Background: an optimization exercise with open tools, aiming at small area and a short achievable clock period. Do not read the settings as production practice. RTL that was checked went through simulation tests only; none was proved equivalent to the original. No activity file was given, so power comes from the tool's default toggle rates.

Setup of run A:
==> flow/design.v <==
`default_nettype none
module fp32_add(
    input wire clk,
    input wire [31:0] a,
    input wire [31:0] b,
    input wire sub,
    input wire [2:0] rm,
    output wire [31:0] result,
    output wire nv,
    output wire of,
    output wire nx
);
    integer k;
    wire a_sign = a[31];
    wire b_sign = b[31] ^ sub;
    wire [7:0] a_exp = a[30:23];
    wire [7:0] b_exp = b[30:23];
    wire [22:0] a_frac = a[22:0];
    wire [22:0] b_frac = b[22:0];
    wire s0_is_sub = a_sign ^ b_sign;
    wire a_hid = |a_exp;
    wire b_hid = |b_exp;
    wire [7:0] a_eeff = {a_exp[7:1], a_exp[0] | ~a_hid};
    wire [7:0] b_eeff = {b_exp[7:1], b_exp[0] | ~b_hid};
    wire [7:0] d_ab = a_eeff - b_eeff;
    wire [7:0] d_ba = b_eeff - a_eeff;
    wire swap = a[30:0] < b[30:0];
    wire [7:0] l_exp = swap ? b_exp : a_exp;
    wire [22:0] l_frac = swap ? b_frac : a_frac;
    wire [23:0] s_sig = swap ? {a_hid, a_frac} : {b_hid, b_frac};
    wire l_sign = swap ? b_sign : a_sign;
    wire [4:0] s0_off = swap ? (d_ba[4:0] | {5{|d_ba[7:5]}}) : (d_ab[4:0] | {5{|d_ab[7:5]}});
    reg r1_sign, r1_is_sub;
    reg [2:0] r1_rm;
    reg [7:0] r1_lexp;
    reg [22:0] r1_lfrac;
    reg [23:0] r1_ssig;
    reg [4:0] r1_off;
    always @(posedge clk) begin
        r1_sign <= l_sign;
        r1_is_sub <= s0_is_sub;
        r1_rm <= rm;
        r1_lexp <= l_exp;
        r1_lfrac <= l_frac;
        r1_ssig <= s_sig;
        r1_off <= s0_off;
    end
    wire l_hid = |r1_lexp;
    wire [7:0] l_e = {r1_lexp[7:1], r1_lexp[0] | ~l_hid};
    wire [27:0] in1 = {1'b0, l_hid, r1_lfrac, 3'b000};
    wire [26:0] sh0 = {r1_ssig, 3'b000};
    wire [26:0] sh1 = r1_off[4] ? {16'b0, sh0[26:16]} : sh0;
    wire [26:0] sh2 = r1_off[3] ? {8'b0, sh1[26:8]} : sh1;
    wire [26:0] sh3 = r1_off[2] ? {4'b0, sh2[26:4]} : sh2;
    wire [26:0] sh4 = r1_off[1] ? {2'b0, sh3[26:2]} : sh3;
    wire [26:0] sh5 = r1_off[0] ? {1'b0, sh4[26:1]} : sh4;
    reg [23:0] smask;    
    always @*
        for (k = 0; k < 24; k = k + 1)
            smask[k] = r1_off >= k + 3;
    wire sticky = |(r1_ssig & smask);
    wire [27:0] in2 = {1'b0, sh5[26:1], sticky};
    wire [27:0] in2x = in2 ^ {28{r1_is_sub}};
    wire [28:0] sum_c = {in1, 1'b1} + {in2x, r1_is_sub};
    wire [27:0] s1_sum = sum_c[28:1];
    wire [7:0] s1_exp = l_e + 8'd1;
    wire l_emax = &r1_lexp;
    wire s_emax = l_emax & ~|r1_off;
    wire l_fz = ~|r1_lfrac;
    wire s_fz = ~|r1_ssig[22:0];
    wire l_nan = l_emax & ~l_fz;
    wire l_inf = l_emax & l_fz;
    wire s_inf = s_emax & s_fz;
    wire l_snan = l_nan & ~r1_lfrac[22];
    wire s_snan = s_emax & ~s_fz & ~r1_ssig[22];
    wire inf_inf = r1_is_sub & l_inf & s_inf;
    wire s1_nv = l_snan | s_snan | inf_inf;
    wire s1_nan = l_nan | inf_inf;
    wire s1_inf = ~s1_nan & l_inf;
    wire [1:0] s1_special = {s1_nan, s1_inf | s1_nv};
    wire rdn = r1_rm == 3'b010;
    wire rup = r1_rm == 3'b011;
    wire rtz = r1_rm == 3'b001;
    wire rmm = r1_rm == 3'b100;
    wire s1_up = (rdn & r1_sign) | (rup & ~r1_sign);
    wire s1_dn = rtz | (rdn & ~r1_sign) | (rup & r1_sign);
    wire [1:0] s1_cls = {s1_up | rmm, s1_dn | rmm};
    wire s1_zsign = r1_is_sub ? rdn : r1_sign;
    reg r2_sign, r2_zsign;
    reg [1:0] r2_cls;
    reg [1:0] r2_special;
    reg [7:0] r2_exp;
    reg [27:0] r2_sum;
    always @(posedge clk) begin
        r2_sign <= r1_sign;
        r2_zsign <= s1_zsign;
        r2_cls <= s1_cls;
        r2_special <= s1_special;
        r2_exp <= s1_exp;
        r2_sum <= s1_sum;
    end
    wire e_small = ~|r2_exp[7:5];
    wire [3:0] pd_hi = {4{e_small}} & (4'b0001 << r2_exp[4:3]);
    wire [7:0] pd_lo = 8'b00000001 << r2_exp[2:0];
    reg [27:0] lim_mask;
    always @*
        for (k = 0; k < 28; k = k + 1)
            lim_mask[k] = pd_hi[(28 - k) >> 3] & pd_lo[(28 - k) & 7];
    wire [27:0] x = r2_sum | lim_mask;
    wire z4 = ~|x[27:12];
    wire [15:0] x4 = z4 ? x[11:0] << 4 : x[27:12];
    wire z3 = ~|x4[15:8];
    wire [7:0] x3 = z3 ? x4[7:0] : x4[15:8];
    wire z2 = ~|x3[7:4];
    wire [3:0] x2 = z2 ? x3[3:0] : x3[7:4];
    wire z1 = ~|x2[3:2];
    wire [1:0] x1 = z1 ? x2[1:0] : x2[3:2];
    wire z0 = ~x1[1];
    wire [4:0] lzc = {z4, z3, z2, z1, z0};
    wire [27:0] n4 = z4 ? {r2_sum[11:0], 16'b0} : r2_sum;
    wire [27:0] n3 = z3 ? {n4[19:0], 8'b0} : n4;
    wire [27:0] n2 = z2 ? {n3[23:0], 4'b0} : n3;
    wire [27:0] n1 = z1 ? {n2[25:0], 2'b0} : n2;
    wire [27:0] n0 = z0 ? {n1[26:0], 1'b0} : n1;
    wire c1 = r2_sum[27];
    wire c2 = ~r2_sum[27] & r2_sum[26];
    wire lsb = c1 ? r2_sum[4] : c2 ? r2_sum[3] : r2_sum[2];
    wire g = c1 ? r2_sum[3] : c2 ? r2_sum[2] : r2_sum[1];
    wire st = c1 ? |r2_sum[2:0] : c2 ? |r2_sum[1:0] : r2_sum[0];
    wire inexact = g | st;
    reg add_one;
    always @* begin
        case (r2_cls)
            2'd0: add_one = g & (lsb | st);
            2'd1: add_one = 1'b0;
            2'd2: add_one = g | st;
            default: add_one = g;
        endcase
    end
    wire sp_inf = r2_special == 2'b01;
    wire sp_nan = r2_special[1];
    wire sp = |r2_special;
    wire ovf = ~sp & c1 & (&r2_exp);           
    wire of_max = r2_cls == 2'd1;              
    wire zero_sign = ~|r2_sum;
    reg [7:0] s2_exp;
    reg [4:0] s2_lzc;
    reg [22:0] s2_frac;
    reg s2_msb;
    always @* begin
        s2_lzc = (sp | ovf | zero_sign) ? 5'd0 : lzc;
        s2_msb = sp | ovf | (~zero_sign & n0[27]);
        if (sp_nan) {s2_exp, s2_frac} = 31'h7fc00000;
        else if (sp_inf | (ovf & ~of_max)) {s2_exp, s2_frac} = 31'h7f800000;
        else if (ovf) {s2_exp, s2_frac} = 31'h7f7fffff;
        else {s2_exp, s2_frac} = {zero_sign ? 8'd1 : r2_exp, n0[26:4]};
    end
    wire s2_efe = ~sp & ((c1 & (r2_exp == 8'hfe)) | (c2 & (r2_exp == 8'hff)));
    wire w_ones = c1 ? &r2_sum[26:4] : c2 ? &r2_sum[25:3] : &r2_sum[24:2];
    wire w_lo_ones = c1 ? &r2_sum[15:4] : c2 ? &r2_sum[14:3] : &r2_sum[13:2];
    wire s2_inc = ~sp & ~ovf & add_one;
    reg r3_sign, r3_inc, r3_nx, r3_of, r3_nv, r3_carry, r3_lo_ones, r3_msb;
    reg [7:0] r3_exp;
    reg [4:0] r3_lzc;
    reg [22:0] r3_frac;
    always @(posedge clk) begin
        r3_sign <= ~sp_nan & (zero_sign ? r2_zsign : r2_sign);
        r3_inc <= s2_inc;
        r3_carry <= s2_inc & w_ones;
        r3_lo_ones <= w_lo_ones;
        r3_nx <= ~sp & (inexact | ovf);
        r3_of <= ovf | (s2_efe & s2_inc & w_ones);
        r3_nv <= r2_special == 2'b11;
        r3_exp <= s2_exp;
        r3_lzc <= s2_lzc;
        r3_msb <= s2_msb;
        r3_frac <= s2_frac;
    end
    wire [11:0] frac_lo = r3_frac[11:0] + {11'b0, r3_inc};
    wire [10:0] frac_hi = r3_frac[22:12] + {10'b0, r3_inc & r3_lo_ones};
    wire [8:0] exp_c0x = {r3_exp, 1'b1} + {3'b111, ~r3_lzc, r3_msb};
    wire [7:0] exp_c0 = exp_c0x[8:1];
    wire [7:0] exp_c1 = r3_lzc[1] ? r3_exp - 8'd1 : r3_lzc[0] ? r3_exp : r3_exp + 8'd1;
    wire [7:0] exp_out = r3_carry ? exp_c1 : exp_c0;
    assign result = {r3_sign, exp_out, frac_hi, frac_lo};
    assign of = r3_of;
    assign nx = r3_nx;
    assign nv = r3_nv;
endmodule
`default_nettype wire
Settings: LEC_CHECK=0, ABC_AREA=1, CAP_MARGIN=20, CORE_MARGIN=2, CORE_UTILIZATION=40, CTS_BUF_LIST=sky130_fd_sc_hd__clkbuf_8, PLACE_DENSITY=0.65, SETUP_SLACK_MARGIN=2.9, SLEW_MARGIN=20; clock period 6.5 ns.
standard.sh (not shown) runs the stock make flow with config.mk's settings and CLKGATE_MAP_FILE= SYNTH_SCRIPT=/design/flow/synth_recipe.tcl, a recipe that flattens the netlist after the stock synthesis.
==> flow/flow/run.sh <==
#!/bin/bash
# The standard layout, with plain buffers (sky130_fd_sc_hd__buf_1) on the ports instead of the
# delay cells that buffer_ports picks by default. Every port still gets its own buffer.
set -euo pipefail
export BUFFER_PORTS_ARGS="-buffer_cell sky130_fd_sc_hd__buf_1"
bash standard.sh > standard.log 2>&1
Run A: PASS, flow complete, no timing, DRC or antenna violations
Input changes introduced in run B (baseline for comparison: run A):
- clearing PLACE_DENSITY, which used to be 0.65
## What came out
The sequential group share of total power of run B exceeds that of run A by 1.0 points.
Run B vs run A — flip-flop and latch share of the layout cell area rose 0.44 points.
In the flow results for run A and run B, the global-route usage is larger on run A.
Compared with run A, in run B post-layout total power lost 2.9%, share of the cycle needed by the critical path after routing neither gained nor lost much.
Run B: via count of the routed design is 117 lower than what run A reported.
Input-level comparison between run C and run B:
- SETUP_SLACK_MARGIN: 2.9 -> 3.0
Findings:
For run C and run B, there was not a single run that failed to finish clean.
For the per-cell routed wire length, run C came in 1.0 um higher than run B did.
Changes observed in run C relative to run B: count of clock buffers in the final design lower; share of cells above drive strength 1 higher; power consumed by sequential cells roughly the same.
#### Input delta (run D over run C)
- PLACE_DENSITY now 0.7, previously not set
- SETUP_SLACK_MARGIN now 2.8, was 3.0
[summary]
Changes observed in run D relative to run C: area of all placed cells without fillers decreased by 1600 um2 relative to the old numbers, multi-input logic portion of the cell area now sits higher, setup slack decreased 0.071 ns, area of the multi-input gates fell by 890 um2, largest net degree at the start of global routing higher. Between run C and run D, leakage power summed over all cells decreased. Against run C, worst hold slack in run D came out worse.

---

## v35
RTL: the design.v shown in full above, as it stands there.
==> flow/config.mk <==
export PLATFORM = sky130hd
export DESIGN_NAME = fp32_add
export DESIGN_NICKNAME = fp32_add
export VERILOG_FILES = /design/flow/design.v
export SDC_FILE = /design/flow/constraint.sdc
export NUM_CORES = 4
export LEC_CHECK = 0
export ABC_AREA = 1
export CAP_MARGIN = 20
export CORE_MARGIN = 2
export CORE_UTILIZATION = 40
export CTS_BUF_LIST = sky130_fd_sc_hd__clkbuf_8
export SETUP_SLACK_MARGIN = 2.6
export SLEW_MARGIN = 20
==> flow/constraint.sdc <==
create_clock -name core_clock -period 6.5 [get_ports {clk}]
set_input_delay 1.3000 -clock core_clock [delete_from_list [all_inputs] [get_ports {clk}]]
set_output_delay 1.3000 -clock core_clock [all_outputs]
set_load 0.01 [all_outputs]
Scripts as last shown in full above: flow/flow/run.sh
Setup changes, v35 to v47
# v35
export LEC_CHECK = 0
export ABC_AREA = 1
export CAP_MARGIN = 20
export CORE_MARGIN = 2
export CORE_UTILIZATION = 40
export CTS_BUF_LIST = sky130_fd_sc_hd__clkbuf_8
export SETUP_SLACK_MARGIN = 2.6
export SLEW_MARGIN = 20
create_clock -name core_clock -period 6.5 [get_ports {clk}]
# v47
export LEC_CHECK = 0
export ABC_AREA = 1
export CAP_MARGIN = 20
export CORE_MARGIN = 2
export CORE_UTILIZATION = 40
export CTS_BUF_LIST = sky130_fd_sc_hd__clkbuf_8
export PLACE_DENSITY = 0.65
export SETUP_SLACK_MARGIN = 2.75
export SLEW_MARGIN = 20
create_clock -name core_clock -period 6.5 [get_ports {clk}]
### Flow results
In v47 relative to v35, wire length had gone down slightly. Setup slack: v47 more than v35. Re register-to-register slack: v35 was lower than v47. Area of all placed cells without fillers was lower in v35 than in v47. Per the comparison of v47 with v35, detailed-router iteration count before antenna repair moved up, post-layout total power moved down.
diff inputs: v47 => v38
# v47
export LEC_CHECK = 0
export ABC_AREA = 1
export CAP_MARGIN = 20
export CORE_MARGIN = 2
export CORE_UTILIZATION = 40
export CTS_BUF_LIST = sky130_fd_sc_hd__clkbuf_8
export PLACE_DENSITY = 0.65
export SETUP_SLACK_MARGIN = 2.75
export SLEW_MARGIN = 20
create_clock -name core_clock -period 6.5 [get_ports {clk}]
# v38
export LEC_CHECK = 0
export ABC_AREA = 1
export CAP_MARGIN = 20
export CORE_MARGIN = 2
export CORE_UTILIZATION = 40
export CTS_BUF_LIST = sky130_fd_sc_hd__clkbuf_8
export SETUP_SLACK_MARGIN = 2.8
export SLEW_MARGIN = 20
create_clock -name core_clock -period 6.5 [get_ports {clk}]
[summary]
In summary, v38 completed successfully, with a layout that passed the timing, DRC and antenna checks.
v47 vs v38, start point of the critical path: r3_lzc[1]$_SDFF_PP0_ vs r3_lzc[0]$_SDFF_PP0_
Fraction of area in multi-input gates in v38 vs v47: down 0.30 points
v47 → v38: overall power moved up, clock network latency to the later pin of the worst-skew pair now sits higher, final worst-path cycle share has remained practically unchanged, first-pass GRT wire length climbed about 2%.
## Diff of input files: v56 against v38
# v38
export LEC_CHECK = 0
export ABC_AREA = 1
export CAP_MARGIN = 20
export CORE_MARGIN = 2
export CORE_UTILIZATION = 40
export CTS_BUF_LIST = sky130_fd_sc_hd__clkbuf_8
export SETUP_SLACK_MARGIN = 2.8
export SLEW_MARGIN = 20
create_clock -name core_clock -period 6.5 [get_ports {clk}]
# v56
export LEC_CHECK = 0
export ABC_AREA = 1
export CAP_MARGIN = 20
export CORE_MARGIN = 2
export CORE_UTILIZATION = 40
export CTS_BUF_LIST = sky130_fd_sc_hd__clkbuf_8
export SETUP_SLACK_MARGIN = 2.7
export SLEW_MARGIN = 20
create_clock -name core_clock -period 6.5 [get_ports {clk}]
## What came out
Compared with v38, v56 shows a higher non-clock buffer count.
On cell count after placement, v38 and v56 are neck and neck.
v38 and v56 ended up with nearly the same routed wire length.
Diff v38 -> v56 | worst hold slack across all endpoints | increase of 15 ps
Relative to v38, growth of design area from synthesis to finish has decreased by 1.2 points in v56.
In the flow results for v38 and v56, the peak per-stage delay on the critical path is larger on v38.
Against v38, v56 comes in 91 ps higher on final period demand of the worst path.
Diff v38 and v56: detailed-router iteration count before antenna repair lower in v56
The sequential share of layout area reported for v56 is greater than that of v38 by 0.22 points.
In terms of routed wirelength normalized by instance count, v38 and v56 differ only marginally.

---

== lane 1 ==
Another version of the RTL of fp32_add (not shown whole).
Size: about 150 flip-flops, ~100 I/O pins, ~0.012 mm^2 of cells after synthesis.
## fp32_add
module fp32_add(
    input wire clk,
    input wire [31:0] a,
    input wire [31:0] b,
    input wire sub,
    input wire [2:0] rm,
    output wire [31:0] result,
    output wire nv,
    output wire of,
    output wire nx
);
    integer k;
    wire a_sign = a[31];
    wire b_sign = b[31] ^ sub;
    wire [7:0] a_exp = a[30:23];
    wire [7:0] b_exp = b[30:23];
    wire [22:0] a_frac = a[22:0];
    wire [22:0] b_frac = b[22:0];
    wire s0_is_sub = a_sign ^ b_sign;
    wire a_hid = |a_exp;
    wire b_hid = |b_exp;
    wire [7:0] a_eeff = {a_exp[7:1], a_exp[0] | ~a_hid};
    wire [7:0] b_eeff = {b_exp[7:1], b_exp[0] | ~b_hid};
    wire [7:0] d_ab = a_eeff - b_eeff;
    wire [7:0] d_ba = b_eeff - a_eeff;
    wire swap = a[30:0] < b[30:0];
    wire [7:0] l_exp = swap ? b_exp : a_exp;
    wire [22:0] l_frac = swap ? b_frac : a_frac;
    wire [23:0] s_sig = swap ? {a_hid, a_frac} : {b_hid, b_frac};
    wire l_sign = swap ? b_sign : a_sign;
    wire [4:0] s0_off = swap ? d_ba[4:0] : d_ab[4:0];
    wire s0_far = swap ? |d_ba[7:5] : |d_ab[7:5];    
    reg r1_sign, r1_is_sub;
    reg [2:0] r1_rm;
    reg [7:0] r1_lexp;
    reg [22:0] r1_lfrac;
    reg [23:0] r1_ssig;
    reg [4:0] r1_off;
    reg r1_far;
    always @(posedge clk) begin
        r1_sign <= l_sign;
        r1_is_sub <= s0_is_sub;
        r1_rm <= rm;
        r1_lexp <= l_exp;
        r1_lfrac <= l_frac;
        r1_ssig <= s_sig;
        r1_off <= s0_off;
        r1_far <= s0_far;
    end
    wire l_hid = |r1_lexp;
    wire [7:0] l_e = {r1_lexp[7:1], r1_lexp[0] | ~l_hid};
    wire [27:0] in1 = {1'b0, l_hid, r1_lfrac, 3'b000};
    wire [26:0] sh0 = {r1_ssig, 3'b000};
    wire [26:0] sh1 = r1_far ? 27'b0 : r1_off[4] ? {16'b0, sh0[26:16]} : sh0;
    wire [26:0] sh2 = r1_off[3] ? {8'b0, sh1[26:8]} : sh1;
    wire [26:0] sh3 = r1_off[2] ? {4'b0, sh2[26:4]} : sh2;
  ...
clock: 6.5 ns
lec_check: 0
abc_area: 1
cap_margin: 20
core_margin: 2
core_utilization: 40
cts_buf_list: sky130_fd_sc_hd__clkbuf_8
setup_slack_margin: 2.6
slew_margin: 20
Scripts as last shown in full above: flow/flow/run.sh
Lane 1 went all the way through the flow, and no timing, DRC or antenna check failed.
Here is what was changed in the inputs of lane 2 compared with lane 1.
--- a/flow/config.mk
+++ b/flow/config.mk
@@ -12,3 +12,3 @@
 export CTS_BUF_LIST = sky130_fd_sc_hd__clkbuf_8
-export SETUP_SLACK_MARGIN = 2.6
+export SETUP_SLACK_MARGIN = 2.5
 export SLEW_MARGIN = 20
--- outcome ---
- Looking at post-layout total power, lane 2 sits 0.058 mW lower than lane 1 does.
- [compare] base=lane 1 new=lane 2: design area down 0.90%, count of non-CTS inverters in the layout up about 0.43%, clock skew up 0.0050 ns.
- In the metrics for lane 1 and lane 2, the one carrying the lower share of the cycle needed by the critical path after routing is lane 1.
No run of this note included a check of the RTL's function; only the layout flow was run.

## afterwards: timing with drivers on the ports
In the flow no input, the clock included, has a driving cell. The finished layouts below were timed again as built, in two steps.
Step 1 sets driving cells, clkbuf_16 on the clock port and buf_2 on the other inputs (assumed; they add their load-dependent delay and slew).
Step 2, shift: input delay + t, output delay - t, t = (earliest + latest rising clock arrival at the registers) / 2. This alone moves slack from input paths to output paths.
Slacks: no drivers / after step 1 / after step 2; pairs: no drivers / after step 1.
| run | t, ns | slack for setup (ns) | hold slack, ns | cell pins on the clock port's net |
|---|---|---|---|---|
| run A | 0.502 | 2.955 / 2.910 / 2.573 | 0.428 / 0.428 / 0.428 | 1 |
| run B | 0.498 | 2.947 / 2.901 / 2.561 | 0.468 / 0.468 / 0.468 | 1 |
| run C | 0.507 | 2.949 / 2.907 / 2.592 | 0.457 / 0.457 / 0.457 | 1 |
| run D | 0.508 | 2.878 / 2.850 / 2.571 | 0.450 / 0.450 / 0.450 | 1 |
| v35 | 0.512 | 2.757 / 2.711 / 2.281 | 0.461 / 0.461 / 0.461 | 1 |
| v47 | 0.499 | 2.902 / 2.859 / 2.465 | 0.462 / 0.462 / 0.462 | 1 |
| v38 | 0.512 | 2.908 / 2.860 / 2.549 | 0.446 / 0.446 / 0.446 | 1 |
| v56 | 0.508 | 2.818 / 2.770 / 2.448 | 0.460 / 0.460 / 0.460 | 1 |
| lane 1 | 0.505 | 2.780 / 2.731 / 2.501 | 0.425 / 0.425 / 0.425 | 1 |
| lane 2 | 0.514 | 2.701 / 2.653 / 2.502 | 0.425 / 0.425 / 0.425 | 1 |
After both steps every run listed still meets setup and hold. The setup slack of v35, which loses most, moves by -0.046 ns with the drivers and by -0.476 ns with both steps.
